From an optimization exercise on the open Yosys and OpenROAD flow, aimed at small area and a short achievable clock period; shortcuts taken in it are not production practice.
The RTL was checked by simulation tests, not by an equivalence proof against the original design.

==> design/flow/design.v <==
module MAC_25(
    input         sys_clk,
    input         sys_en,
    input         rst_n,
    input  [7:0]  data_in_a,
    input         sign_data_in_a,
    input  [7:0]  data_in_b,
    output [15:0] mul_output,
    output [24:0] mac_output
);
    wire [64:0] pp;
    wire [15:0] ra, rb, prod;
    wire [24:0] acc_next;
    reg  [24:0] acc;
    mac_pp u_pp(.data_in_a(data_in_a), .sign_data_in_a(sign_data_in_a), .data_in_b(data_in_b), .pp(pp));
    mac_tree u_tree(.pp(pp), .ra(ra), .rb(rb));
    mac_cpa u_cpa(.ra(ra), .rb(rb), .prod(prod));
    mac_acc u_acc(.sys_en(sys_en), .acc(acc), .prod(prod), .acc_next(acc_next));
    assign mul_output = prod;
    always @(posedge sys_clk or negedge rst_n) begin
        if (!rst_n)
            acc <= 25'd0;
        else
            acc <= acc_next;
    end
    assign mac_output = acc;
endmodule
module mac_pp(input [7:0] data_in_a, input sign_data_in_a, input [7:0] data_in_b, output [64:0] pp);
    wire [7:0] a = data_in_a;
    wire       t = sign_data_in_a;
    wire       bz = |data_in_b[6:0];
    wire [7:0] bp = {data_in_b[7] & bz, data_in_b[6:0]} ^ {8{t}};
    wire       sel1 = data_in_b[0];
    wire       sel2 = t & ~data_in_b[0];
    wire pp0_0 = (sel1 & a[0]);
    wire pp0_1 = (sel1 & a[1]) | (sel2 & a[0]);
    wire pp0_2 = (sel1 & a[2]) | (sel2 & a[1]);
    wire pp0_3 = (sel1 & a[3]) | (sel2 & a[2]);
    wire pp0_4 = (sel1 & a[4]) | (sel2 & a[3]);
    wire pp0_5 = (sel1 & a[5]) | (sel2 & a[4]);
    wire pp0_6 = (sel1 & a[6]) | (sel2 & a[5]);
    wire pp0_7 = (sel1 & a[7]) | (sel2 & a[6]);
    wire pp0_8 = (sel2 & a[7]);
    wire pp1_0 = a[0] & bp[1];
    wire pp1_1 = a[1] & bp[1];
    wire pp1_2 = a[2] & bp[1];
    wire pp1_3 = a[3] & bp[1];
    wire pp1_4 = a[4] & bp[1];
    wire pp1_5 = a[5] & bp[1];
    wire pp1_6 = a[6] & bp[1];
    wire pp1_7 = a[7] & bp[1];
    wire pp2_0 = a[0] & bp[2];
    wire pp2_1 = a[1] & bp[2];
    wire pp2_2 = a[2] & bp[2];
    wire pp2_3 = a[3] & bp[2];
    wire pp2_4 = a[4] & bp[2];
    wire pp2_5 = a[5] & bp[2];
    wire pp2_6 = a[6] & bp[2];
    wire pp2_7 = a[7] & bp[2];
    wire pp3_0 = a[0] & bp[3];
    wire pp3_1 = a[1] & bp[3];
    wire pp3_2 = a[2] & bp[3];
    wire pp3_3 = a[3] & bp[3];
    wire pp3_4 = a[4] & bp[3];
    wire pp3_5 = a[5] & bp[3];
    wire pp3_6 = a[6] & bp[3];
    wire pp3_7 = a[7] & bp[3];
    wire pp4_0 = a[0] & bp[4];
    wire pp4_1 = a[1] & bp[4];
    wire pp4_2 = a[2] & bp[4];
    wire pp4_3 = a[3] & bp[4];
    wire pp4_4 = a[4] & bp[4];
    wire pp4_5 = a[5] & bp[4];
    wire pp4_6 = a[6] & bp[4];
    wire pp4_7 = a[7] & bp[4];
    wire pp5_0 = a[0] & bp[5];
    wire pp5_1 = a[1] & bp[5];
    wire pp5_2 = a[2] & bp[5];
    wire pp5_3 = a[3] & bp[5];
    wire pp5_4 = a[4] & bp[5];
    wire pp5_5 = a[5] & bp[5];
    wire pp5_6 = a[6] & bp[5];
    wire pp5_7 = a[7] & bp[5];
    wire pp6_0 = a[0] & bp[6];
    wire pp6_1 = a[1] & bp[6];
    wire pp6_2 = a[2] & bp[6];
    wire pp6_3 = a[3] & bp[6];
    wire pp6_4 = a[4] & bp[6];
    wire pp6_5 = a[5] & bp[6];
    wire pp6_6 = a[6] & bp[6];
    wire pp6_7 = a[7] & bp[6];
    wire pp7_0 = ~(a[0] & bp[7]);
    wire pp7_1 = ~(a[1] & bp[7]);
    wire pp7_2 = ~(a[2] & bp[7]);
    wire pp7_3 = ~(a[3] & bp[7]);
    wire pp7_4 = ~(a[4] & bp[7]);
    wire pp7_5 = ~(a[5] & bp[7]);
    wire pp7_6 = ~(a[6] & bp[7]);
    wire pp7_7 = ~(a[7] & bp[7]);
    assign pp = {pp7_7, pp7_6, pp6_7, pp7_5, pp6_6, pp5_7, pp7_4, pp6_5, pp5_6, pp4_7, pp7_3, pp6_4, pp5_5, pp4_6, pp3_7, pp7_2, pp6_3, pp5_4, pp4_5, pp3_6, pp2_7, pp7_1, pp6_2, pp5_3, pp4_4, pp3_5, pp2_6, pp1_7, pp0_8, pp7_0, pp6_1, pp5_2, pp4_3, pp3_4, pp2_5, pp1_6, pp0_7, pp6_0, pp5_1, pp4_2, pp3_3, pp2_4, pp1_5, pp0_6, pp5_0, pp4_1, pp3_2, pp2_3, pp1_4, pp0_5, pp4_0, pp3_1, pp2_2, pp1_3, pp0_4, pp3_0, pp2_1, pp1_2, pp0_3, pp2_0, pp1_1, pp0_2, pp1_0, pp0_1, pp0_0};
endmodule
module mac_tree(input [64:0] pp, output [15:0] ra, output [15:0] rb);
    wire pp0_0 = pp[0];
    wire pp0_1 = pp[1];
    wire pp1_0 = pp[2];
    wire pp0_2 = pp[3];
    wire pp1_1 = pp[4];
    wire pp2_0 = pp[5];
    wire pp0_3 = pp[6];
    wire pp1_2 = pp[7];
    wire pp2_1 = pp[8];
    wire pp3_0 = pp[9];
    wire pp0_4 = pp[10];
    wire pp1_3 = pp[11];
    wire pp2_2 = pp[12];
    wire pp3_1 = pp[13];
    wire pp4_0 = pp[14];
    wire pp0_5 = pp[15];
    wire pp1_4 = pp[16];
    wire pp2_3 = pp[17];
    wire pp3_2 = pp[18];
    wire pp4_1 = pp[19];
    wire pp5_0 = pp[20];
    wire pp0_6 = pp[21];
    wire pp1_5 = pp[22];
    wire pp2_4 = pp[23];
    wire pp3_3 = pp[24];
    wire pp4_2 = pp[25];
    wire pp5_1 = pp[26];
    wire pp6_0 = pp[27];
    wire pp0_7 = pp[28];
    wire pp1_6 = pp[29];
    wire pp2_5 = pp[30];
    wire pp3_4 = pp[31];
    wire pp4_3 = pp[32];
    wire pp5_2 = pp[33];
    wire pp6_1 = pp[34];
    wire pp7_0 = pp[35];
    wire pp0_8 = pp[36];
    wire pp1_7 = pp[37];
    wire pp2_6 = pp[38];
    wire pp3_5 = pp[39];
    wire pp4_4 = pp[40];
    wire pp5_3 = pp[41];
    wire pp6_2 = pp[42];
    wire pp7_1 = pp[43];
    wire pp2_7 = pp[44];
    wire pp3_6 = pp[45];
    wire pp4_5 = pp[46];
    wire pp5_4 = pp[47];
    wire pp6_3 = pp[48];
    wire pp7_2 = pp[49];
    wire pp3_7 = pp[50];
    wire pp4_6 = pp[51];
    wire pp5_5 = pp[52];
    wire pp6_4 = pp[53];
    wire pp7_3 = pp[54];
    wire pp4_7 = pp[55];
    wire pp5_6 = pp[56];
    wire pp6_5 = pp[57];
    wire pp7_4 = pp[58];
    wire pp5_7 = pp[59];
    wire pp6_6 = pp[60];
    wire pp7_5 = pp[61];
    wire pp6_7 = pp[62];
    wire pp7_6 = pp[63];
    wire pp7_7 = pp[64];
    wire s1 = pp0_2 ^ pp1_1 ^ pp2_0;
    wire c2 = (pp0_2 & pp1_1) | (pp0_2 & pp2_0) | (pp1_1 & pp2_0);
    wire s3 = pp0_3 ^ pp1_2 ^ pp2_1;
    wire c4 = (pp0_3 & pp1_2) | (pp0_3 & pp2_1) | (pp1_2 & pp2_1);
    wire s5 = pp3_0 ^ c2 ^ s3;
    wire c6 = (pp3_0 & c2) | (pp3_0 & s3) | (c2 & s3);
    wire s7 = pp0_4 ^ pp1_3 ^ pp2_2;
    wire c8 = (pp0_4 & pp1_3) | (pp0_4 & pp2_2) | (pp1_3 & pp2_2);
    wire s9 = pp3_1 ^ pp4_0 ^ c4;
    wire c10 = (pp3_1 & pp4_0) | (pp3_1 & c4) | (pp4_0 & c4);
    wire s11 = s7 ^ c6 ^ s9;
    wire c12 = (s7 & c6) | (s7 & s9) | (c6 & s9);
    wire s13 = pp0_5 ^ pp1_4 ^ pp2_3;
    wire c14 = (pp0_5 & pp1_4) | (pp0_5 & pp2_3) | (pp1_4 & pp2_3);
    wire s15 = pp3_2 ^ pp4_1 ^ pp5_0;
    wire c16 = (pp3_2 & pp4_1) | (pp3_2 & pp5_0) | (pp4_1 & pp5_0);
    wire s17 = c8 ^ s13 ^ s15;
    wire c18 = (c8 & s13) | (c8 & s15) | (s13 & s15);
    wire s19 = c10 ^ s17 ^ c12;
    wire c20 = (c10 & s17) | (c10 & c12) | (s17 & c12);
    wire s21 = pp0_6 ^ pp1_5 ^ pp2_4;
    wire c22 = (pp0_6 & pp1_5) | (pp0_6 & pp2_4) | (pp1_5 & pp2_4);
    wire s23 = pp3_3 ^ pp4_2 ^ pp5_1;
    wire c24 = (pp3_3 & pp4_2) | (pp3_3 & pp5_1) | (pp4_2 & pp5_1);
    wire s25 = pp6_0 ^ c14 ^ c16;
    wire c26 = (pp6_0 & c14) | (pp6_0 & c16) | (c14 & c16);
    wire s27 = s21 ^ s23 ^ c18;
    wire c28 = (s21 & s23) | (s21 & c18) | (s23 & c18);
    wire s29 = s25 ^ s27;
    wire c30 = s25 & s27;
    wire s31 = 1'b1 ^ pp0_7 ^ pp1_6;
    wire c32 = (1'b1 & pp0_7) | (1'b1 & pp1_6) | (pp0_7 & pp1_6);
    wire s33 = pp2_5 ^ pp3_4 ^ pp4_3;
    wire c34 = (pp2_5 & pp3_4) | (pp2_5 & pp4_3) | (pp3_4 & pp4_3);
    wire s35 = pp5_2 ^ pp6_1 ^ c22;
    wire c36 = (pp5_2 & pp6_1) | (pp5_2 & c22) | (pp6_1 & c22);
    wire s37 = c24 ^ s31 ^ s33;
    wire c38 = (c24 & s31) | (c24 & s33) | (s31 & s33);
    wire s39 = c26 ^ pp7_0 ^ s35;
    wire c40 = (c26 & pp7_0) | (c26 & s35) | (pp7_0 & s35);
    wire s41 = s37 ^ c28 ^ s39;
    wire c42 = (s37 & c28) | (s37 & s39) | (c28 & s39);
    wire s43 = pp0_8 ^ pp1_7 ^ pp2_6;
    wire c44 = (pp0_8 & pp1_7) | (pp0_8 & pp2_6) | (pp1_7 & pp2_6);
    wire s45 = pp3_5 ^ pp4_4 ^ pp5_3;
    wire c46 = (pp3_5 & pp4_4) | (pp3_5 & pp5_3) | (pp4_4 & pp5_3);
    wire s47 = pp6_2 ^ c32 ^ c34;
    wire c48 = (pp6_2 & c32) | (pp6_2 & c34) | (c32 & c34);
    wire s49 = s43 ^ s45 ^ c36;
    wire c50 = (s43 & s45) | (s43 & c36) | (s45 & c36);
    wire s51 = c38 ^ pp7_1 ^ s47;
    wire c52 = (c38 & pp7_1) | (c38 & s47) | (pp7_1 & s47);
    wire s53 = c40 ^ s49 ^ s51;
    wire c54 = (c40 & s49) | (c40 & s51) | (s49 & s51);
    wire s55 = pp2_7 ^ pp3_6 ^ pp4_5;
    wire c56 = (pp2_7 & pp3_6) | (pp2_7 & pp4_5) | (pp3_6 & pp4_5);
    wire s57 = pp5_4 ^ pp6_3 ^ c44;
    wire c58 = (pp5_4 & pp6_3) | (pp5_4 & c44) | (pp6_3 & c44);
    wire s59 = c46 ^ s55 ^ c48;
    wire c60 = (c46 & s55) | (c46 & c48) | (s55 & c48);
    wire s61 = pp7_2 ^ s57 ^ c50;
    wire c62 = (pp7_2 & s57) | (pp7_2 & c50) | (s57 & c50);
    wire s63 = c52 ^ s59 ^ s61;
    wire c64 = (c52 & s59) | (c52 & s61) | (s59 & s61);
    wire s65 = pp3_7 ^ pp4_6 ^ pp5_5;
    wire c66 = (pp3_7 & pp4_6) | (pp3_7 & pp5_5) | (pp4_6 & pp5_5);
    wire s67 = pp6_4 ^ c56 ^ s65;
    wire c68 = (pp6_4 & c56) | (pp6_4 & s65) | (c56 & s65);
    wire s69 = c58 ^ pp7_3 ^ s67;
    wire c70 = (c58 & pp7_3) | (c58 & s67) | (pp7_3 & s67);
    wire s71 = c60 ^ s69 ^ c62;
    wire c72 = (c60 & s69) | (c60 & c62) | (s69 & c62);
    wire s73 = pp4_7 ^ pp5_6 ^ pp6_5;
    wire c74 = (pp4_7 & pp5_6) | (pp4_7 & pp6_5) | (pp5_6 & pp6_5);
    wire s75 = c66 ^ s73 ^ c68;
    wire c76 = (c66 & s73) | (c66 & c68) | (s73 & c68);
    wire s77 = pp7_4 ^ c70 ^ s75;
    wire c78 = (pp7_4 & c70) | (pp7_4 & s75) | (c70 & s75);
    wire s79 = pp5_7 ^ pp6_6 ^ c74;
    wire c80 = (pp5_7 & pp6_6) | (pp5_7 & c74) | (pp6_6 & c74);
    wire s81 = pp7_5 ^ s79 ^ c76;
    wire c82 = (pp7_5 & s79) | (pp7_5 & c76) | (s79 & c76);
    wire s83 = pp6_7 ^ c80 ^ pp7_6;
    wire c84 = (pp6_7 & c80) | (pp6_7 & pp7_6) | (c80 & pp7_6);
    assign ra = {1'b1, pp7_7, s83, c78, s77, c64, c54, c42, c30, c20, s19, s11, s5, s1, pp0_1, pp0_0};
    assign rb = {1'b0, c84, c82, s81, c72, s71, s63, s53, s41, s29, 1'b0, 1'b0, 1'b0, 1'b0, pp1_0, 1'b0};
endmodule
module mac_cpa(input [15:0] ra, input [15:0] rb, output [15:0] prod);
    wire [15:0] g85 = ra & rb;
    wire [15:0] p86 = ra ^ rb;
    wire G87 = g85[1] | (p86[1] & g85[0]);
    wire P88 = p86[1] & p86[0];
    wire G89 = g85[3] | (p86[3] & g85[2]);
    wire P90 = p86[3] & p86[2];
    wire G91 = g85[5] | (p86[5] & g85[4]);
    wire P92 = p86[5] & p86[4];
    wire G93 = g85[7] | (p86[7] & g85[6]);
    wire P94 = p86[7] & p86[6];
    wire G95 = g85[9] | (p86[9] & g85[8]);
    wire P96 = p86[9] & p86[8];
    wire G97 = g85[11] | (p86[11] & g85[10]);
    wire P98 = p86[11] & p86[10];
    wire G99 = g85[13] | (p86[13] & g85[12]);
    wire P100 = p86[13] & p86[12];
    wire G101 = g85[15] | (p86[15] & g85[14]);
    wire P102 = p86[15] & p86[14];
    wire G103 = g85[2] | (p86[2] & G87);
    wire P104 = p86[2] & P88;
    wire G105 = G89 | (P90 & G87);
    wire P106 = P90 & P88;
    wire G107 = g85[6] | (p86[6] & G91);
    wire P108 = p86[6] & P92;
    wire G109 = G93 | (P94 & G91);
    wire P110 = P94 & P92;
    wire G111 = g85[10] | (p86[10] & G95);
    wire P112 = p86[10] & P96;
    wire G113 = G97 | (P98 & G95);
    wire P114 = P98 & P96;
    wire G115 = g85[14] | (p86[14] & G99);
    wire P116 = p86[14] & P100;
    wire G117 = G101 | (P102 & G99);
    wire P118 = P102 & P100;
    wire G119 = g85[4] | (p86[4] & G105);
    wire P120 = p86[4] & P106;
    wire G121 = G91 | (P92 & G105);
    wire P122 = P92 & P106;
    wire G123 = G107 | (P108 & G105);
    wire P124 = P108 & P106;
    wire G125 = G109 | (P110 & G105);
    wire P126 = P110 & P106;
    wire G127 = g85[12] | (p86[12] & G113);
    wire P128 = p86[12] & P114;
    wire G129 = G99 | (P100 & G113);
    wire P130 = P100 & P114;
    wire G131 = G115 | (P116 & G113);
    wire P132 = P116 & P114;
    wire G133 = G117 | (P118 & G113);
    wire P134 = P118 & P114;
    wire G135 = g85[8] | (p86[8] & G125);
    wire P136 = p86[8] & P126;
    wire G137 = G95 | (P96 & G125);
    wire P138 = P96 & P126;
    wire G139 = G111 | (P112 & G125);
    wire P140 = P112 & P126;
    wire G141 = G113 | (P114 & G125);
    wire P142 = P114 & P126;
    wire G143 = G127 | (P128 & G125);
    wire P144 = P128 & P126;
    wire G145 = G129 | (P130 & G125);
    wire P146 = P130 & P126;
    wire G147 = G131 | (P132 & G125);
    wire P148 = P132 & P126;
    wire G149 = G133 | (P134 & G125);
    wire P150 = P134 & P126;
    assign prod = p86 ^ {G147, G145, G143, G141, G139, G137, G135, G125, G123, G121, G119, G105, G103, G87, g85[0], 1'b0};
endmodule
module mac_acc(input sys_en, input [24:0] acc, input [15:0] prod, output [24:0] acc_next);
    wire [15:0] pg = prod & {16{sys_en}};
    wire cy16;
    wire [15:0] lo_sum;
    wire [15:0] g151 = acc[15:0] & pg;
    wire [15:0] p152 = acc[15:0] ^ pg;
    wire G153 = g151[1] | (p152[1] & g151[0]);
    wire P154 = p152[1] & p152[0];
    wire G155 = g151[3] | (p152[3] & g151[2]);
    wire P156 = p152[3] & p152[2];
    wire G157 = g151[5] | (p152[5] & g151[4]);
    wire P158 = p152[5] & p152[4];
    wire G159 = g151[7] | (p152[7] & g151[6]);
    wire P160 = p152[7] & p152[6];
    wire G161 = g151[9] | (p152[9] & g151[8]);
    wire P162 = p152[9] & p152[8];
    wire G163 = g151[11] | (p152[11] & g151[10]);
    wire P164 = p152[11] & p152[10];
    wire G165 = g151[13] | (p152[13] & g151[12]);
    wire P166 = p152[13] & p152[12];
    wire G167 = g151[15] | (p152[15] & g151[14]);
    wire P168 = p152[15] & p152[14];
    wire G169 = g151[2] | (p152[2] & G153);
    wire P170 = p152[2] & P154;
    wire G171 = G155 | (P156 & G153);
    wire P172 = P156 & P154;
    wire G173 = g151[6] | (p152[6] & G157);
    wire P174 = p152[6] & P158;
    wire G175 = G159 | (P160 & G157);
    wire P176 = P160 & P158;
    wire G177 = g151[10] | (p152[10] & G161);
    wire P178 = p152[10] & P162;
    wire G179 = G163 | (P164 & G161);
    wire P180 = P164 & P162;
    wire G181 = g151[14] | (p152[14] & G165);
    wire P182 = p152[14] & P166;
    wire G183 = G167 | (P168 & G165);
    wire P184 = P168 & P166;
    wire G185 = g151[4] | (p152[4] & G171);
    wire P186 = p152[4] & P172;
    wire G187 = G157 | (P158 & G171);
    wire P188 = P158 & P172;
    wire G189 = G173 | (P174 & G171);
    wire P190 = P174 & P172;
    wire G191 = G175 | (P176 & G171);
    wire P192 = P176 & P172;
    wire G193 = g151[12] | (p152[12] & G179);
    wire P194 = p152[12] & P180;
    wire G195 = G165 | (P166 & G179);
    wire P196 = P166 & P180;
    wire G197 = G181 | (P182 & G179);
    wire P198 = P182 & P180;
    wire G199 = G183 | (P184 & G179);
    wire P200 = P184 & P180;
    wire G201 = g151[8] | (p152[8] & G191);
    wire P202 = p152[8] & P192;
    wire G203 = G161 | (P162 & G191);
    wire P204 = P162 & P192;
    wire G205 = G177 | (P178 & G191);
    wire P206 = P178 & P192;
    wire G207 = G179 | (P180 & G191);
    wire P208 = P180 & P192;
    wire G209 = G193 | (P194 & G191);
    wire P210 = P194 & P192;
    wire G211 = G195 | (P196 & G191);
    wire P212 = P196 & P192;
    wire G213 = G197 | (P198 & G191);
    wire P214 = P198 & P192;
    wire G215 = G199 | (P200 & G191);
    wire P216 = P200 & P192;
    assign lo_sum = p152 ^ {G213, G211, G209, G207, G205, G203, G201, G191, G189, G187, G185, G171, G169, G153, g151[0], 1'b0};
    assign cy16 = G215;
    assign acc_next[15:0] = lo_sum;
    wire inc = cy16 & ~pg[15];
    wire dec = pg[15] & ~cy16;
    wire [8:0] hi = acc[24:16];
    wire [8:0] ones, zeros;
    assign ones[0] = 1'b1;
    assign zeros[0] = 1'b1;
    assign ones[1] = ones[0] & hi[0];
    assign zeros[1] = zeros[0] & ~hi[0];
    assign ones[2] = ones[1] & hi[1];
    assign zeros[2] = zeros[1] & ~hi[1];
    assign ones[3] = ones[2] & hi[2];
    assign zeros[3] = zeros[2] & ~hi[2];
    assign ones[4] = ones[3] & hi[3];
    assign zeros[4] = zeros[3] & ~hi[3];
    assign ones[5] = ones[4] & hi[4];
    assign zeros[5] = zeros[4] & ~hi[4];
    assign ones[6] = ones[5] & hi[5];
    assign zeros[6] = zeros[5] & ~hi[5];
    assign ones[7] = ones[6] & hi[6];
    assign zeros[7] = zeros[6] & ~hi[6];
    assign ones[8] = ones[7] & hi[7];
    assign zeros[8] = zeros[7] & ~hi[7];
    assign acc_next[24:16] = hi ^ (({9{inc}} & ones) | ({9{dec}} & zeros));
endmodule
==> design/flow/flow/run.sh <==
#!/bin/bash
set -euo pipefail
sed 's/yosys synth -nofsm -noshare/yosys synth -nofsm -noshare -noabc/' synth_recipe.tcl > my_synth.tcl
bash standard.sh "SYNTH_SCRIPT=$PWD/my_synth.tcl" "BUFFER_PORTS_ARGS=-buffer_cell sky130_fd_sc_hd__buf_1" finish > standard.log 2>&1
==> design/flow/standard.sh <==
#!/bin/bash
# synth_recipe.tcl (not shown) runs the flow's synth.tcl, then flattens the netlist and writes it again
# the make line also repeats each setting of config.mk as NAME=value (left out here)
make -C /OpenROAD-flow-scripts/flow DESIGN_CONFIG=/design/flow/config.mk WORK_HOME=/design/flow/orfs CLKGATE_MAP_FILE= SYNTH_SCRIPT=/design/flow/synth_recipe.tcl "${@:-finish}"
==> design/flow/config.mk <==
export PLATFORM = sky130hd
export DESIGN_NAME = MAC_25
export DESIGN_NICKNAME = MAC_25
export VERILOG_FILES = /design/flow/design.v
export SDC_FILE = /design/flow/constraint.sdc
export NUM_CORES = 4
export LEC_CHECK = 0
export CAP_MARGIN = 20
export CORE_MARGIN = 2
export CORE_UTILIZATION = 40
export SETUP_SLACK_MARGIN = 2.65
export SLEW_MARGIN = 20
==> design/flow/constraint.sdc <==
create_clock -name core_clock -period 12.0 [get_ports {sys_clk}]
set_input_delay 2.4000 -clock core_clock [delete_from_list [all_inputs] [get_ports {sys_clk}]]
set_output_delay 2.4000 -clock core_clock [all_outputs]
set_load 0.01 [all_outputs]
==> results of run 1 <==
[path summary, 6_finish.rpt]
check	to	slack, ns	cells past startpoint
worst max-delay path	mul_output[14]	2.85	17
worst min-delay path	acc[24]	0.48	1
worst max register to register	acc[24]	8.22	14
worst min register to register	acc[24]	0.48	1
max in group asynchronous	acc[0]	9.65	2
min in group asynchronous	acc[18]	2.10	2
[kinds of logic after synthesis]
logic type,share of synthesized area
AO/OA/AOI/OAI,0.107
XOR/XNOR,0.0973
adder cells (fa/ha/maj),0.378
buffers and inverters,0.0433
flip-flops,0.184
multiplexers,0.00588
AND/OR/NAND/NOR,0.184
[per-stage QoR]
| stage | setup WS, ns | area (um2) | util |
|---|---|---|---|
| 2_1_floorplan | 2.81 | 3410 | - |
| 3_3_place_gp | 2.48 | 3720 | 0.453 |
| 3_5_place_dp | 2.33 | 3720 | 0.453 |
| 4_1_cts | 2.71 | 3770 | 0.459 |
| 5_1_grt | 2.62 | 3880 | 0.472 |
| 6_report | 2.85 | 3880 | 0.472 |
[layer usage]
layer  global-route usage  vias to the layer above
li1                     -                     1174
met3               0.0211                        6
met5                    0                        -
met1                0.208                     1205
met4               0.0317                        0
met2                0.249                       36
[area by class of cell]
| type | instances | area share |
|---|---|---|
| tap | 105 | 0.0339 |
| timing repair buffer | 63 | 0.0658 |
| inverter | 25 | 0.0242 |
| multi-input combinational | 263 | 0.703 |
| sequential | 25 | 0.161 |
| clock buffer | 4 | 0.0116 |
[cells in the final DEF (no fill, tap or decap), types with 2 or more instances in the layout]
| cell type | instances |
|---|---|
| buf_4 | 3 |
| a31oi_1 | 2 |
| ha_1 | 29 |
| clkbuf_8 | 3 |
| fa_1 | 45 |
| nor2_1 | 7 |
| nand2_1 | 6 |
| inv_1 | 25 |
| dfrtp_1 | 25 |
| xor2_2 | 6 |
| and2_1 | 64 |
| buf_1 | 56 |
| a21oi_1 | 6 |
| xor2_1 | 16 |
| o211ai_1 | 2 |
| and3_1 | 4 |
| o21ai_1 | 3 |
| and4_1 | 2 |
| a21oi_2 | 3 |
| clkbuf_2 | 2 |
| a211oi_1 | 2 |
| mux2i_1 | 2 |
| nand3_1 | 2 |
| a22o_1 | 6 |
| o31ai_2 | 2 |
| a21o_1 | 9 |
| xnor2_1 | 14 |
| nand2b_1 | 4 |
| nor2b_1 | 7 |
[critical path, cell delays in order]
cell and delay [ns]:
clkbuf_4 0.21, xor2_4 0.24, and2_1 0.20, fa_1 0.44
fa_1 0.40, fa_1 0.36, inv_1 0.08, fa_1 0.41
inv_1 0.09, fa_1 0.44, ha_4 0.28, a21o_1 0.17
a21o_1 0.21, a221oi_4 0.33, a21oi_2 0.14, xor2_2 0.19
clkbuf_2 0.16
[repair_timing]
item                                    in CTS  in global routing
buffers inserted                             0                  1
pin swaps                                    0                  2
gates cloned                                 0                  0
resized for setup                            2                 17
hold buffers                                 0                  0
endpoints found under the setup margin       5                  6
==> results.txt, run 1 <==
* Worst-path fanout max at 8
* Worst Hold Launch: acc[24]
* Status: timing/DRC/antenna clean
* Worst-path clk slew at 0.09 ns
* WL met3 at 210 um
* Final ANT Viol Nets at 0
* Setup TNS at 0 ns
* Post-DP HPWL at 5.63 mm
* Area Overhead vs Synth at 13.9%
* Final Hold Vio Count at 0
* Mapped Nets at 418
* Synth top cells by count: and2_1 (64), fa_1 (45), ha_1 (31), dfrtp_1 (25), inv_1 (25)
* Layout cell share with drive strength beyond 1 at 0.0816
* CP arrival at 6.75 ns
* Placed cell count at 480
* FF+latch count, synth at 25
* Largest net degree at the start of global routing at 26
* Nets at 477
* Port Buffers at 60
* CTS H-tree lvls at 1
* DR pass1 iterations at 4
* Met1 WL at 2.98 mm
* RSZ-0062 raised after global routing: false
* CTS sink cnt at 25
* Fin Hold WS at 0.476 ns
* Metal2 WL at 3.35 mm
* Ys Warns at 1
* Clock Latency Late Sink at 0.27 ns
* Initial Utilization at 0.415
* Die H at 96.3 um
* Starting DRT DRC Count at 59
* Gpl congestion at 0.783
* DR vias/cell at 4.99
* Synth Instances at 322
* HP Class: reg -> reg
* Die W at 96.3 um
* Top-Level Pins at 61
* Top cells by area, synth: fa_1 (26%), dfrtp_1 (18%), and2_1 (12%)
* Predominant post-synthesis flop cell: dfrtp_1
* Fmax at 109 MHz
* WL per Instance at 13.6 um
* Seq/Total Area, Yosys at 0.184
* GRT overflow at 0
* Total CTS buffers at 3
* Initial antenna violation count at 0
* Clock buffer depth at 2
* Synth cell types at 44
* Total GRT Usage at 0.149
* CTS tree: built
* Slew margin rel. at 0.628
* Worst Setup Start Kind: primary input
* Row count at 33
* Clk root buf: clkbuf_8
* Syn_area_per_cell at 10.6 um2
* Biggest regs: acc (25)
* Most frequent cell after synthesis: and2_1
* Storage cell area at 626 um2
* Mapped cell area at 3410 um2
* Vias in the first global route at 2,334
* Core Region at 8220 um2
* Max-Cap Viols at 0
* CP endpoint kind: output port
* Total wire length at 6.62 mm
* Residual DRC at 0
* Filler instances at 777
* Worst r2r src: acc[0]
* Worst EP required at 9.60 ns
* Number of synthesized flops with an enable pin at 0
* Max layer used: met4
* Final Critical Period at 9.15 ns
* N_diodes at 0
* Multi-input gate area at 2730 um2
* CP startpoint: sign_data_in_a
* Largest reg by FF count: acc
* Final setup viols at 0
* Worst-Margin Slew at 0.556 ns
* Share of Yosys cell area claimed by the top area cell type at 0.264
* Via count at 2,421
* Max FFs per register at 25
* First-pass GRT wire length at 10.8 mm
* Fin Clk Skew at 0.00195 ns
* Final instance count without filler cells at 485
* Max-slew violation count at 0
* Async set-reset flop share out of synthesis at 1.00
* Final worst path period share at 0.763
* DIE AREA at 9270 um2
* Setup CP Type: in -> out
* Synth area leader: fa_1
==> run 2: changes to the inputs <==
--- a/design/flow/config.mk
+++ b/design/flow/config.mk
@@ -8,5 +8,6 @@
 export CAP_MARGIN = 20
 export CORE_MARGIN = 2
 export CORE_UTILIZATION = 40
-export SETUP_SLACK_MARGIN = 2.65
+export CTS_BUF_LIST = sky130_fd_sc_hd__clkbuf_4 sky130_fd_sc_hd__clkbuf_8
+export SETUP_SLACK_MARGIN = 2.5
 export SLEW_MARGIN = 20
==> run 2 against run 1 <==
Net effect:
- still clean
- fmax decreased by 1.0%
- worst setup slack got worse by 0.093 ns
- cell count decreased by 0.21%
- die area unchanged
- first-iteration DRC count decreased by 8.5%
- worst hold slack about the same
- global-route usage unchanged
- non-clock buffer count decreased by 1
- design area decreased by 1.4%
- register-to-register slack got worse by 0.06 ns
==> results.txt, run 2 <==
* Largest net degree at the start of global routing at 26 (unchanged)
* Fmax at 108 MHz (-1.0%)
* Die W at 96.3 um (unchanged)
* CTS H-tree lvls at 1 (unchanged)
* Final worst path period share at 0.770 (+0.00772)
* Total CTS buffers at 3 (unchanged)
* GRT overflow at 0 (unchanged)
* Simple-gate portion of the synthesized area at 0.184 (unchanged)
* Status: timing/DRC/antenna clean
* First-pass GRT wire length at 10.8 mm (unchanged)
* Initial antenna violation count at 0 (unchanged)
* RSZ-0062 raised after global routing: false
* Syn_area_per_cell at 10.6 um2 (unchanged)
* HP Class: reg -> reg
* Starting DRT DRC Count at 54 (-8.5%)
* DIE AREA at 9270 um2 (unchanged)
* Async set-reset flop share out of synthesis at 1.00 (unchanged)
* Final setup viols at 0 (unchanged)
* FF+latch count, synth at 25 (unchanged)
* Biggest regs: acc (25)
* Adder-cell area share of the yosys netlist at 0.378 (unchanged)
* Final Critical Period at 9.25 ns (+0.0927 ns)
* Clk root buf: clkbuf_8
* WL per Instance at 13.5 um (-1.4%)
* N_diodes at 0 (unchanged)
* Fin Clk Skew at 0.00182 ns (-0.000132 ns)
* Core Region at 8220 um2 (unchanged)
* Largest reg by FF count: acc
* Vias in the first global route at 2,334 (unchanged)
* Area Overhead vs Synth at 12.3%
* Share of Yosys cell area claimed by the top area cell type at 0.264 (unchanged)
* Max-slew violation count at 0 (unchanged)
* Ys Warns at 1 (unchanged)
* Predominant post-synthesis flop cell: dfrtp_1
* Mapped Nets at 418 (unchanged)
* Most frequent cell after synthesis: and2_1
* Worst-path fanout max at 8 (unchanged)
* CP arrival at 6.85 ns (+0.10 ns)
* DR vias/cell at 4.99 (about the same)
* Hold buffers post-CTS at 0 (unchanged)
* Row count at 33 (unchanged)
* Initial Utilization at 0.415 (unchanged)
* Final Util at 0.466 (-0.00640)
* Port Buffers at 60 (unchanged)
* Total wire length at 6.51 mm (-1.6%)
* Largest family of logic cells by synthesized area: adder cells
* Residual DRC at 0 (unchanged)
* Post-synthesis mux area share at 0.00588 (unchanged)
* Final Hold Vio Count at 0 (unchanged)
* CTS sink cnt at 25 (unchanged)
* Total GRT Usage at 0.149 (unchanged)
* CTS tree: built
* DR pass1 iterations at 4 (unchanged)
* CP endpoint kind: output port
* Mapped cell area at 3410 um2 (unchanged)
* Final ANT Viol Nets at 0 (unchanged)
* Worst EP required at 9.60 ns (about the same)
* Worst Setup Start Kind: primary input
* Setup TNS at 0 ns (unchanged)
* Clock Latency Late Sink at 0.27 ns (about the same)
* Post-DP HPWL at 5.63 mm (unchanged)
* Layout cell share with drive strength beyond 1 at 0.0607 (-0.0209)
* Die H at 96.3 um (unchanged)
* Slew margin rel. at 0.618 (-0.0102)
* Max FFs per register at 25 (unchanged)
* Filler instances at 777 (unchanged)
* Area fraction in compound gates after synthesis at 0.107 (unchanged)
* Worst-path clk slew at 0.09 ns (about the same)
* Setup CP Type: in -> out
* Worst-Margin Slew at 0.571 ns (+0.0152 ns)
* Via count at 2,415 (-0.25%)
* Fin Hold WS at 0.476 ns (+0.000231 ns)
* Number of setup buffers added after CTS at 0 (unchanged)
* Synth top cells by count: and2_1 (64), fa_1 (45), ha_1 (31), dfrtp_1 (25), inv_1 (25)
* Nets at 476 (-0.21%)
* Top-Level Pins at 61 (unchanged)
* Seq/Total Area, Yosys at 0.184 (unchanged)
* XOR/XNOR share of the synthesized area at 0.0973 (unchanged)
* Gpl congestion at 0.783 (unchanged)
* Synth area leader: fa_1
* Highest-count cells in the layout ignoring fill and taps: and2_1 (64), buf_1 (58), fa_1 (45), ha_1 (31)
* Synth cell types at 44 (unchanged)
* Most common cell after layout, fill and taps aside: and2_1
* Max-Cap Viols at 0 (unchanged)
* Top cells by area, synth: fa_1 (26%), dfrtp_1 (18%), and2_1 (12%)
* Synth Instances at 322 (unchanged)
* Clock buffer depth at 2 (unchanged)
* Number of synthesized flops with an enable pin at 0 (unchanged)
## run 2: logic make-up (layout without fill, tap and decap cells)
group,count (synthesis),in the layout
flops,25,25
mux,2,2
buf+inv,34,91
compound gates,45,45
fa+ha+maj,76,76
simple gates,103,103
xor+xnor,37,37
## run 2: path summary, 6_finish.rpt
| kind | start | to | slack [ns] | cells past startpoint |
|---|---|---|---|---|
| worst min-delay path | acc[24] | acc[24] | 0.48 | 1 |
| worst min register to register | acc[24] | acc[24] | 0.48 | 1 |
| worst max-delay path | sign_data_in_a | mul_output[14] | 2.75 | 17 |
| min in group asynchronous | rst_n | acc[18] | 2.10 | 2 |
| max in group asynchronous | rst_n | acc[0] | 9.65 | 2 |
| worst max register to register | acc[0] | acc[24] | 8.16 | 14 |
## run 2: layer usage
| metal | GRT usage | vias up | share of wire |
|---|---|---|---|
| li1 | - | 1173 | - |
| met2 | 0.249 | 38 | 0.50 |
| met1 | 0.208 | 1198 | 0.45 |
| met4 | 0.0317 | 0 | 0.011 |
| met3 | 0.0211 | 6 | 0.033 |
| met5 | 0 | - | 0 |
## run 2: repair_timing
action | CTS | global route
pin swaps | 0 | 0
resized for setup | 1 | 9
setup endpoints to repair | 2 | 9
cloned | 0 | 0
## run 2: critical path, stage by stage
cell and delay [ns]:
clkbuf_4 0.20, xor2_2 0.25, and2_1 0.21, fa_1 0.44
fa_1 0.40, fa_1 0.36, inv_1 0.08, fa_1 0.41
inv_1 0.09, fa_1 0.40, ha_1 0.37, a21o_1 0.19
a21o_1 0.21, a221oi_4 0.31, a21oi_2 0.12, xor2_1 0.22
buf_1 0.18
## run 2: cell type report
cell class | count | area [um2] | share of cell area
Clock buffer | 4 | 48.8 | 0.0127
Inverter | 25 | 93.8 | 0.0245
Multi-Input combinational cell | 263 | 2680 | 0.701
Sequential cell | 25 | 626 | 0.163
Tap cell | 105 | 131 | 0.0343
Timing Repair Buffer | 62 | 245 | 0.0641
## run 2: stage by stage
step | std cells | setup WS (ns) | instance area (um2)
floorplan | 322 | 2.81 | 3410
global placement | 480 | 2.48 | 3720
detailed placement | 480 | 2.33 | 3720
CTS | 484 | 2.51 | 3770
global route | 484 | 2.51 | 3830
finish | 484 | 2.75 | 3830
==> run 3: changes to the inputs <==
--- a/design/flow/design.v
+++ b/design/flow/design.v
@@ -89,14 +89,15 @@
     wire pp6_5 = a[5] & bp[6];
     wire pp6_6 = a[6] & bp[6];
     wire pp6_7 = a[7] & bp[6];
-    wire pp7_0 = ~(a[0] & bp[7]);
-    wire pp7_1 = ~(a[1] & bp[7]);
-    wire pp7_2 = ~(a[2] & bp[7]);
-    wire pp7_3 = ~(a[3] & bp[7]);
-    wire pp7_4 = ~(a[4] & bp[7]);
-    wire pp7_5 = ~(a[5] & bp[7]);
-    wire pp7_6 = ~(a[6] & bp[7]);
-    wire pp7_7 = ~(a[7] & bp[7]);
+    wire nbp7 = ~bp[7];
+    wire pp7_0 = ~a[0] | nbp7;
+    wire pp7_1 = ~a[1] | nbp7;
+    wire pp7_2 = ~a[2] | nbp7;
+    wire pp7_3 = ~a[3] | nbp7;
+    wire pp7_4 = ~a[4] | nbp7;
+    wire pp7_5 = ~a[5] | nbp7;
+    wire pp7_6 = ~a[6] | nbp7;
+    wire pp7_7 = ~a[7] | nbp7;
     assign pp = {pp7_7, pp7_6, pp6_7, pp7_5, pp6_6, pp5_7, pp7_4, pp6_5, pp5_6, pp4_7, pp7_3, pp6_4, pp5_5, pp4_6, pp3_7, pp7_2, pp6_3, pp5_4, pp4_5, pp3_6, pp2_7, pp7_1, pp6_2, pp5_3, pp4_4, pp3_5, pp2_6, pp1_7, pp0_8, pp7_0, pp6_1, pp5_2, pp4_3, pp3_4, pp2_5, pp1_6, pp0_7, pp6_0, pp5_1, pp4_2, pp3_3, pp2_4, pp1_5, pp0_6, pp5_0, pp4_1, pp3_2, pp2_3, pp1_4, pp0_5, pp4_0, pp3_1, pp2_2, pp1_3, pp0_4, pp3_0, pp2_1, pp1_2, pp0_3, pp2_0, pp1_1, pp0_2, pp1_0, pp0_1, pp0_0};
 endmodule
 module mac_tree(input [64:0] pp, output [15:0] ra, output [15:0] rb);
--- a/design/flow/config.mk
+++ b/design/flow/config.mk
@@ -8,6 +8,5 @@
 export CAP_MARGIN = 20
 export CORE_MARGIN = 2
 export CORE_UTILIZATION = 40
-export CTS_BUF_LIST = sky130_fd_sc_hd__clkbuf_4 sky130_fd_sc_hd__clkbuf_8
 export SETUP_SLACK_MARGIN = 2.5
 export SLEW_MARGIN = 20
==> run 3 against run 2 <==
Net effect:
- fmax is essentially flat
- via count grew 3.1%
- critical path type unchanged
- synthesized area shrank 0.84%
- register-to-register slack gained 0.21 ns
- clock skew grew 0.0021 ns
- utilization shrank 0.81 points
- critical path depth shrank 2
- still clean on timing, DRC and antenna
- design area shrank 1.7%
- synthesized cell count shrank 0.62%
- critical endpoint is now mul_output[13]
- sequential share of layout area grew 0.29 points
==> results.txt, run 3 <==
* Synth cell types at 42 (-4.5%)
* Synth Instances at 320 (-0.62%)
* Layout cell share with drive strength beyond 1 at 0.0397 (-0.0210)
* FF+latch count, synth at 25 (unchanged)
* Predominant post-synthesis flop cell: dfrtp_1
* Row count at 33 (unchanged)
* Fin Clk Skew at 0.00392 ns (+0.00210 ns)
* Synth area leader: fa_1
* CTS tree: built
* Total wire length at 6.77 mm (+3.9%)
* RSZ-0062 raised after global routing: true
* DR pass1 iterations at 4 (unchanged)
* Async set-reset flop share out of synthesis at 1.00 (unchanged)
* CP endpoint kind: output port
* DIE AREA at 9200 um2 (-0.81%)
* Largest net degree at the start of global routing at 26 (unchanged)
* Mapped Nets at 416 (-0.48%)
* Post-DP HPWL at 5.69 mm (+1.2%)
* Global route hottest layer: met2
* R2R depth at 13 (-1)
* Most used cell, CP: fa_1
* Final Util at 0.458 (-0.00807)
* Final ANT Viol Nets at 0 (unchanged)
* Residual DRC at 0 (unchanged)
* Top-Level Pins at 61 (unchanged)
* Clk root buf: clkbuf_8
* Biggest regs: acc (25)
* CP arrival at 6.85 ns (about the same)
* Filler instances at 818 (+5.3%)
* Dpl cell area at 3710 um2 (-0.50%)
* R2R setup slack at 8.37 ns (+0.21 ns)
* Worst Hold Launch: acc[24]
* Critical-path top delay cell: fa_1
* Worst hold endpoint: acc[24]
* Met1 usage in global routing at 0.218 (+0.0102)
* Gpl congestion at 0.852 (+8.8%)
* Number of setup buffers added after CTS at 0 (unchanged)
* Most frequent cell after synthesis: and2_1
* First-pass GRT wire length at 11.3 mm (+4.9%)
* Clock Latency Late Sink at 0.26 ns (about the same)
* N_diodes at 0 (unchanged)
* GRT overflow at 0 (unchanged)
* Port Buffers at 60 (unchanged)
* Mapped cell area at 3380 um2 (-0.84%)
* Clock buffer depth at 2 (unchanged)
* Via count at 2,490 (+3.1%)
* Cell Chain, Critical Path: clkbuf_2 -> xor2_1 -> and2_1 -> fa_1 -> fa_1 -> fa_1 -> fa_1 -> fa_1 -> ha_1 -> a21o_1 -> a31oi_1 -> o21a_1 -> mux2i_1 -> nand2_1 -> buf_1
* Worst-Margin Slew at 0.712 ns (+0.141 ns)
* HP Class: reg -> reg
* CTS sink cnt at 25 (unchanged)
* Starting DRT DRC Count at 67 (+24%)
* Worst-path fanout max at 8 (unchanged)
* Vias in the first global route at 2,479 (+6.2%)
* Syn_area_per_cell at 10.6 um2 (-0.22%)
* Nets at 475 (-0.21%)
* Final setup viols at 0 (unchanged)
* Worst Setup Start Kind: primary input
* Largest reg by FF count: acc
* Setup CP Type: in -> out
* Seq/Total Area, Yosys at 0.185 (+0.00156)
* CTS H-tree lvls at 1 (unchanged)
* Hold buffers post-CTS at 0 (unchanged)
* Die W at 95.9 um (-0.41%)
* Setup TNS at 0 ns (unchanged)
* Status: timing/DRC/antenna clean
* R2R Path End: acc[23]
* DR vias/cell at 5.16 (+3.3%)
* WL per Instance at 14.0 um (+4.1%)
* Max-slew violation count at 0 (unchanged)
* Max-Cap Viols at 0 (unchanged)
* Total GRT Usage at 0.154 (+0.00448)
* Top cells by area, synth: fa_1 (27%), dfrtp_1 (19%), and2_1 (12%)
* Initial antenna violation count at 0 (unchanged)
* Ys Warns at 1 (unchanged)
* Global routing usage on met3 at 0.0235 (+0.00235)
* Core Region at 8220 um2 (unchanged)
* Total CTS buffers at 3 (unchanged)
* Max incr delay on CP at 0.49 ns (+0.05 ns)
* Fin Hold WS at 0.470 ns (-0.00600 ns)
* Final Critical Period at 9.25 ns (+0.00251 ns)
* Slew margin rel. at 0.522 (-0.0962)
* GR Util met2 at 0.258 (+0.00873)
* Die H at 95.9 um (-0.41%)
* Share of Yosys cell area claimed by the top area cell type at 0.267 (+0.00225)
* Cell area after layout at 3760 um2 (-1.7%)
* Area Overhead vs Synth at 11.3%
* Fmax at 108 MHz (about the same)
* Synth top cells by count: and2_1 (63), fa_1 (45), ha_1 (31), dfrtp_1 (25), xor2_1 (20)
* # resized after CTS at 0 (-1)
* Final worst path period share at 0.771 (about the same)
* Final Hold Vio Count at 0 (unchanged)
* Worst EP required at 9.60 ns (about the same)
* Worst-path clk slew at 0.08 ns (about the same)
* Most common cell after layout, fill and taps aside: and2_1
* Max FFs per register at 25 (unchanged)
* Initial Utilization at 0.411 (-0.00350)
* Worst r2r src: acc[0]
* Number of synthesized flops with an enable pin at 0 (unchanged)
* Hold Path Cell Cnt at 1 (unchanged)
* Highest-count cells in the layout ignoring fill and taps: and2_1 (63), buf_1 (58), fa_1 (45), ha_1 (31), dfrtp_1 (25)
## run 3: cell count changes after synthesis, moves of 3 or more
cell,delta
inv_1,-18
nand2_1,+8
a21oi_1,+7
o21ai_0,+6
nand2b_1,-4
nor2b_1,-4
o21ai_1,-4
a31oi_1,+3
## run 3: worst max path at each step
stage                     slack (ns)             end            from  cells past startpoint
final                           2.75  mul_output[13]  sign_data_in_a                     15
after global routing            2.49         acc[23]  sign_data_in_a                     26
after CTS                       2.54  mul_output[13]  sign_data_in_a                     15
after detailed placement        2.48         acc[23]  sign_data_in_a                     26
after global placement          2.58  mul_output[13]  sign_data_in_a                     15
after floorplan                 3.17  mul_output[13]  sign_data_in_a                     15
## run 3: logic make-up after synthesis
kind of cell	count (synthesis)	synth area share
xor gates and xnor gates	35	0.0907
and+or+nand+nor	110	0.194
buffers and inverters	15	0.0207
adders and majority gates	76	0.381
AOI/OAI and AO/OA	54	0.112
DFF	25	0.185
muxes	5	0.0152
## run 3: layout make-up
cell class              count  area [um2]  area share
clock buffers               4        45.0      0.0120
inverters                   7        26.3     0.00699
multi-input cells         280        2690       0.715
flip-flops and latches     25         626       0.166
well taps                 105         131      0.0349
repair buffers             62         243      0.0645
## run 3: critical path: cells and delay by family
family,cells,cell delay [ns]
xor+xnor,1,0.29
buf+inv,2,0.32
simple gates,2,0.31
mux,1,0.23
fa+ha+maj,6,2.58
compound gates,3,0.73
## run 3: metrics by stage
| step | cells | worst slack, ns |
|---|---|---|
| 2_1_floorplan | 320 | 3.17 |
| 3_3_place_gp | 479 | 2.58 |
| 3_5_place_dp | 479 | 2.48 |
| 4_1_cts | 483 | 2.54 |
| 5_1_grt | 483 | 2.49 |
| 6_report | 483 | 2.75 |
## run 3: layer usage
| metal | part of all wire | wire length [um] |
|---|---|---|
| met1 | 0.46 | 3090 |
| met2 | 0.50 | 3390 |
| met3 | 0.038 | 260 |
| met4 | 0.0033 | 22 |
| met5 | 0 | 0 |
==> run 4: changes to the inputs <==
--- a/design/flow/config.mk
+++ b/design/flow/config.mk
@@ -8,5 +8,5 @@
 export CAP_MARGIN = 20
 export CORE_MARGIN = 2
 export CORE_UTILIZATION = 40
-export SETUP_SLACK_MARGIN = 2.5
+export SETUP_SLACK_MARGIN = 2.0
 export SLEW_MARGIN = 20
==> run 4 against run 3 <==
Net effect:
- still clean
- worst hold slack about the same
- die area stayed put
- global-route usage stayed put
- via count down 0.16%
- worst setup slack worse by 0.20 ns
- critical path depth unchanged
- non-clock buffer count did not move
- design area down 0.27%
==> results.txt, run 4 <==
* Initial antenna violation count at 0 (unchanged)
* Ys Warns at 1 (unchanged)
* Worst EP required at 9.60 ns (about the same)
* Total CTS buffers at 3 (unchanged)
* Final setup viols at 0 (unchanged)
* Worst-path clk slew at 0.09 ns (about the same)
* Die H at 95.9 um (unchanged)
* FF+latch count, synth at 25 (unchanged)
* Placed cell count at 479 (unchanged)
* DR pass1 iterations at 4 (unchanged)
* Final ANT Viol Nets at 0 (unchanged)
* Synth Instances at 320 (unchanged)
* Worst-path fanout max at 8 (unchanged)
* Post-Place Worst Slack at 2.48 ns (unchanged)
* Top-Level Pins at 61 (unchanged)
* Final Hold Vio Count at 0 (unchanged)
* Clock Latency Late Sink at 0.27 ns (about the same)
* Number of setup buffers added after CTS at 0 (unchanged)
* Total GRT Usage at 0.154 (unchanged)
* Port Buffers at 60 (unchanged)
* Multi-input gate area at 2680 um2 (-0.28%)
* Layout cell share with drive strength beyond 1 at 0.0317 (-0.00794)
* Share of Yosys cell area claimed by the top area cell type at 0.267 (unchanged)
* Residual DRC at 0 (unchanged)
* CP endpoint kind: output port
* N_diodes at 0 (unchanged)
* Core Region at 8220 um2 (unchanged)
* Fmax at 106 MHz (-2.1%)
* Final Critical Period at 9.45 ns (+0.201 ns)
* Max FFs per register at 25 (unchanged)
* CTS sink cnt at 25 (unchanged)
* DR vias/cell at 5.15 (-0.16%)
* Clock buffer depth at 2 (unchanged)
* Predominant post-synthesis flop cell: dfrtp_1
* First-pass GRT wire length at 11.3 mm (unchanged)
* Biggest regs: acc (25)
* Filler instances at 819 (+0.12%)
* WL per Instance at 14.0 um (about the same)
* DIE AREA at 9200 um2 (unchanged)
* Seq/Total Area, Yosys at 0.185 (unchanged)
* Mapped Nets at 416 (unchanged)
* CP arrival at 7.05 ns (+0.20 ns)
* Area Overhead vs Synth at 11.0%
* Worst Hold Launch: acc[24]
* Hold buffers post-CTS at 0 (unchanged)
* CP startpoint: sign_data_in_a
* Most frequent cell after synthesis: and2_1
* Worst Setup Start Kind: primary input
* Starting DRT DRC Count at 91 (+36%)
* Nets at 475 (unchanged)
* Async set-reset flop share out of synthesis at 1.00 (unchanged)
* Synth cell types at 42 (unchanged)
* Storage cell area at 626 um2 (unchanged)
* Setup CP Type: in -> out
* CTS tree: built
* Slew margin rel. at 0.508 (-0.0134)
* Largest reg by FF count: acc
* Number of synthesized flops with an enable pin at 0 (unchanged)
* Most common cell after layout, fill and taps aside: and2_1
* Largest net degree at the start of global routing at 26 (unchanged)
* Max-Cap Viols at 0 (unchanged)
* Initial Utilization at 0.411 (unchanged)
* Synth area leader: fa_1
* Top cells by area, synth: fa_1 (27%), dfrtp_1 (19%), and2_1 (12%)
* HP Class: reg -> reg
* Setup TNS at 0 ns (unchanged)
* Post-DP HPWL at 5.69 mm (unchanged)
* Fin Clk Skew at 0.00760 ns (+0.00369 ns)
* Fin Hold WS at 0.470 ns (+0.000487 ns)
* Worst-Margin Slew at 0.732 ns (+0.0200 ns)
* Status: timing/DRC/antenna clean
* Row count at 33 (unchanged)
* Gpl congestion at 0.852 (unchanged)
* Vias in the first global route at 2,479 (unchanged)
* Worst r2r src: acc[0]
* RSZ-0062 raised after global routing: false
* CTS H-tree lvls at 1 (unchanged)
* Clk root buf: clkbuf_8
* Final instance count without filler cells at 483 (unchanged)
* Mapped cell area at 3380 um2 (unchanged)
* # resized after CTS at 0 (unchanged)
* Max-slew violation count at 0 (unchanged)
* Via count at 2,486 (-0.16%)
* PnR worst setup slack at 2.55 ns (-0.201 ns)
* GRT overflow at 0 (unchanged)
* Synth top cells by count: and2_1 (63), fa_1 (45), ha_1 (31), dfrtp_1 (25), xor2_1 (20)
* Syn_area_per_cell at 10.6 um2 (unchanged)
* Die W at 95.9 um (unchanged)
* Total wire length at 6.77 mm (about the same)
* Highest-count cells in the layout ignoring fill and taps: and2_1 (63), buf_1 (60), fa_1 (45), ha_1 (31), dfrtp_1 (25)
* Final worst path period share at 0.787 (+0.0168)
-- run 4: changes by cell type in the layout (fill, tap and decap cells not counted), sizes merged --
cell | before | now
buf | 60 | 62
clkbuf | 6 | 4
-- run 4: final timing paths --
| kind | end | slack (ns) | cells after the start |
|---|---|---|---|
| hold / removal | acc[24] | 0.47 | 1 |
| hold reg to reg | acc[24] | 0.47 | 1 |
| setup reg to reg | acc[23] | 8.37 | 13 |
| min in group asynchronous | acc[9] | 2.10 | 2 |
| setup / recovery | mul_output[13] | 2.55 | 15 |
| max in group asynchronous | acc[21] | 9.65 | 2 |
-- run 4: metrics by stage --
step | cell area (um2) | util
3_5_place_dp | 3710 | 0.451
4_1_cts | 3750 | 0.457
3_3_place_gp | 3710 | 0.451
2_1_floorplan | 3380 | -
6_report | 3750 | 0.457
5_1_grt | 3750 | 0.457
-- run 4: routing by layer --
layer	up-vias	share of wire	routed length [um]	global-route usage
li1	1211	-	-	-
met1	1227	0.46	3100	0.218
met2	46	0.50	3380	0.258
met3	2	0.039	266	0.0235
met4	0	0.0033	22	0.0179
met5	-	0	0	0
-- run 4: area by class of cell --
class                   instances  area share
multi-input cells             280       0.715
flip-flops and latches         25       0.167
repair buffers                 62      0.0640
well taps                     105      0.0350
clock buffers                   4      0.0120
inverters                       7     0.00700
-- run 4: kinds of logic after synthesis --
group,share of synthesized area
AO/OA/AOI/OAI,0.112
XOR/XNOR,0.0907
adder cells (fa/ha/maj),0.381
buffers and inverters,0.0207
flip-flops,0.185
multiplexers,0.0152
AND/OR/NAND/NOR,0.194
-- run 4: worst max-delay path, stage by stage --
cell and delay [ns]:
buf_1 0.36, xor2_1 0.30, and2_1 0.26, fa_1 0.46, fa_1 0.39, fa_1 0.39
fa_1 0.48, fa_1 0.49, ha_1 0.37, a21o_1 0.21, a31oi_1 0.27, o21a_1 0.25
mux2i_1 0.23, nand2_1 0.07, buf_1 0.13
==> run 5: changes to the inputs <==
--- a/design/flow/config.mk
+++ b/design/flow/config.mk
@@ -8,5 +8,6 @@
 export CAP_MARGIN = 20
 export CORE_MARGIN = 2
 export CORE_UTILIZATION = 40
-export SETUP_SLACK_MARGIN = 2.0
+export SETUP_SLACK_MARGIN = 3.0
 export SLEW_MARGIN = 20
+export TNS_END_PERCENT = 5
==> run 5 against run 4 <==
Net effect:
- still clean
- sequential share of layout area shrank 0.70 points
- synthesized cell count is the same
- worst hold slack is essentially flat
- wire length grew 1.0%
- global-route usage grew 0.12 points
==> results.txt, run 5 <==
* Starting DRT DRC Count at 71 (-22%)
* R2R setup slack at 8.51 ns (+0.14 ns)
* CTS sink cnt at 25 (unchanged)
* Max-Cap Viols at 0 (unchanged)
* Multi-input gate area at 2830 um2 (+5.5%)
* CP startpoint: sign_data_in_a
* Seq/Total Area, Yosys at 0.185 (unchanged)
* Number of synthesized flops with an enable pin at 0 (unchanged)
* Die H at 95.9 um (unchanged)
* Port Buffers at 60 (unchanged)
* Mapped cell area at 3380 um2 (unchanged)
* Max FFs per register at 25 (unchanged)
* DR pass1 iterations at 4 (unchanged)
* Worst EP required at 9.60 ns (about the same)
* Initial antenna violation count at 0 (unchanged)
* Cell Chain, Critical Path: buf_6 -> xor2_4 -> and2_4 -> fa_1 -> fa_1 -> fa_2 -> fa_1 -> fa_1 -> ha_4 -> a21o_1 -> a31oi_4 -> o21a_1 -> mux2i_1 -> nand2_1 -> buf_1
* Critical-path top delay cell: fa_1
* Max incr delay on CP at 0.57 ns (+0.08 ns)
* Worst-path fanout max at 8 (unchanged)
* Total wire length at 6.84 mm (+1.0%)
* Total CTS buffers at 3 (unchanged)
* R2R depth at 13 (unchanged)
* Final setup viols at 0 (unchanged)
* Final Hold Vio Count at 0 (unchanged)
* Setup CP Type: in -> out
* Highest-count cells in the layout ignoring fill and taps: and2_1 (62), buf_1 (57), fa_1 (44), ha_1 (30), dfrtp_1 (25)
* Ys Warns at 1 (unchanged)
* Synth top cells by count: and2_1 (63), fa_1 (45), ha_1 (31), dfrtp_1 (25), xor2_1 (20)
* Residual DRC at 0 (unchanged)
* Share of Yosys cell area claimed by the top area cell type at 0.267 (unchanged)
* Final Util at 0.477 (+0.0201)
* Die W at 95.9 um (unchanged)
* Top cells by area, synth: fa_1 (27%), dfrtp_1 (19%), and2_1 (12%)
* Storage cell area at 626 um2 (unchanged)
* GRT overflow at 0 (unchanged)
* DR vias/cell at 5.17 (+0.36%)
* Hold Path Cell Cnt at 1 (unchanged)
* Crit path buffers/inverters at 2 (unchanged)
* Clk root buf: clkbuf_8
* WL per Instance at 14.1 um (+0.83%)
* Fin Clk Skew at 0.00522 ns (-0.00238 ns)
* Layout cell share with drive strength beyond 1 at 0.0792 (+0.0474)
* RSZ-0062 raised after global routing: true
* Synth cell types at 42 (unchanged)
* Worst Hold Launch: acc[24]
* Fmax at 113 MHz (+6.5%)
* Hold buffers post-CTS at 0 (unchanged)
* CTS H-tree lvls at 1 (unchanged)
* Synth area leader: fa_1
* Clock Latency Late Sink at 0.26 ns (about the same)
* Via count at 2,500 (+0.56%)
* Biggest regs: acc (25)
* Initial Utilization at 0.411 (unchanged)
* Mapped Nets at 416 (unchanged)
* R2R Path End: acc[23]
* Synth Instances at 320 (unchanged)
* Area Overhead vs Synth at 15.9%
* CP endpoint kind: output port
* Gpl congestion at 0.852 (unchanged)
* N_diodes at 0 (unchanged)
* Largest net degree at the start of global routing at 26 (unchanged)
* Row count at 33 (unchanged)
* DIE AREA at 9200 um2 (unchanged)
* Most common cell after layout, fill and taps aside: and2_1
* CP arrival at 6.48 ns (-0.57 ns)
* Top-Level Pins at 61 (unchanged)
* Vias in the first global route at 2,496 (+0.69%)
* Predominant post-synthesis flop cell: dfrtp_1
* Max-slew violation count at 0 (unchanged)
* Nets at 476 (+0.21%)
* Most used cell, CP: fa_1
* Status: timing/DRC/antenna clean
* Most frequent cell after synthesis: and2_1
* Final ANT Viol Nets at 0 (unchanged)
* Syn_area_per_cell at 10.6 um2 (unchanged)
* First-pass GRT wire length at 11.4 mm (+0.79%)
* Slew margin rel. at 0.582 (+0.0739)
* Setup TNS at 0 ns (unchanged)
* Final Critical Period at 8.88 ns (-0.574 ns)
* CTS tree: built
* Worst hold endpoint: acc[24]
* Total GRT Usage at 0.155 (+0.00124)
* Largest reg by FF count: acc
* Post-DP HPWL at 5.69 mm (unchanged)
* HP Class: reg -> reg
* Async set-reset flop share out of synthesis at 1.00 (unchanged)
* Filler instances at 796 (-2.8%)
* Core Region at 8220 um2 (unchanged)
* Clock buffer depth at 2 (unchanged)
* Worst Setup Start Kind: primary input
* Worst r2r src: acc[0]
* FF+latch count, synth at 25 (unchanged)
* Final worst path period share at 0.740 (-0.0478)
* Worst-path clk slew at 0.08 ns (about the same)
* CP delay by family, top: adder cells
* Worst-Margin Slew at 0.625 ns (-0.108 ns)
run 5: worst register-to-register path, stage by stage, from the launching register on:
cell,delay [ns]
dfrtp_1,0.40
ha_1,0.22
fa_1,0.46
a211oi_1,0.36
o211ai_2,0.20
a31oi_2,0.21
o31ai_2,0.12
a21oi_1,0.18
ha_1,0.19
or4b_4,0.49
nor3_4,0.17
nor3b_2,0.19
a31oi_1,0.07
xnor2_1,0.14
run 5: worst max path at each step:
stage | slack [ns] | depth (start not counted) | endpoint
3_3_place_gp | 2.58 | 15 | mul_output[13]
2_1_floorplan | 3.17 | 15 | mul_output[13]
3_5_place_dp | 2.48 | 26 | acc[23]
5_1_grt | 2.96 | 26 | acc[23]
4_1_cts | 3.00 | 14 | mul_output[9]
6_report | 3.12 | 15 | mul_output[13]
run 5: per-stage QoR:
stage	setup WS [ns]	instances	hold slack (ns)	cell area [um2]
5_1_grt	2.96	484	0.507	3920
4_1_cts	3.00	483	0.479	3810
3_5_place_dp	2.48	479	0.463	3710
2_1_floorplan	3.17	320	0.508	3380
3_3_place_gp	2.58	479	0.461	3710
6_report	3.12	484	0.470	3920
run 5: layout make-up:
class,count,share of cell area
multi-input cells,280,0.723
flip-flops and latches,25,0.160
repair buffers,63,0.0658
well taps,105,0.0335
clock buffers,4,0.0115
inverters,7,0.00671
run 5: what timing repair did:
item,4_1_cts,5_1_grt
pin swaps,2,1
cloned,0,0
buffers inserted,0,1
setup endpoints to repair,13,12
gates resized for setup,11,14
hold endpoints to repair,0,0
run 5: layer usage:
layer | global-route usage | vias to the layer above | part of all wire
met4 | 0.0179 | 0 | 0.0078
met3 | 0.0235 | 4 | 0.034
met5 | 0 | - | 0
met2 | 0.262 | 43 | 0.50
li1 | - | 1214 | -
met1 | 0.218 | 1239 | 0.46
run 5: cell families (layout without fill, tap and decap cells):
group	after synthesis	count (layout)	synth area share
and+or+nand+nor	110	110	0.194
xor gates and xnor gates	35	35	0.0907
muxes	5	5	0.0152
buffers and inverters	15	74	0.0207
DFF	25	25	0.185
adders and majority gates	76	76	0.381
AOI/OAI and AO/OA	54	54	0.112

==> static timing again, ports no longer ideal <==
No port has a modelled driver above. Below, the same layouts with a new extraction and two added sets of constraints. Step 1 (the two cells are an assumption about what drives the block):
set clk [get_ports {sys_clk}]
set_driving_cell -lib_cell sky130_fd_sc_hd__clkbuf_16 $clk
set_driving_cell -lib_cell sky130_fd_sc_hd__buf_2 [delete_from_list [all_inputs] $clk]
Step 2 times the ports against the registers' clock, not the clock port: input delays grow and output delays shrink by t, the midpoint of the rising clock arrivals with the driver on. a / b / c = ideal ports / drivers / drivers and shift; a / b = the first two.
run | t (ns) | setup WS [ns] | clock arrival spread, ns | worst register clock-pin slew, ns
run 1 | 0.296 | 2.848 / 2.822 / 2.686 | 0.002 / 0.002 | 0.09 / 0.09
run 2 | 0.295 | 2.755 / 2.729 / 2.622 | 0.002 / 0.002 | 0.09 / 0.09
run 3 | 0.289 | 2.752 / 2.731 / 2.658 | 0.004 / 0.004 | 0.08 / 0.08
run 4 | 0.289 | 2.551 / 2.528 / 2.469 | 0.007 / 0.008 | 0.09 / 0.09
run 5 | 0.288 | 3.125 / 3.093 / 2.997 | 0.006 / 0.005 | 0.08 / 0.08
After both steps setup and hold are still met in every run listed. For run 1, which loses most, drivers alone change the setup slack by -0.026 ns; drivers and shift together by -0.162 ns.
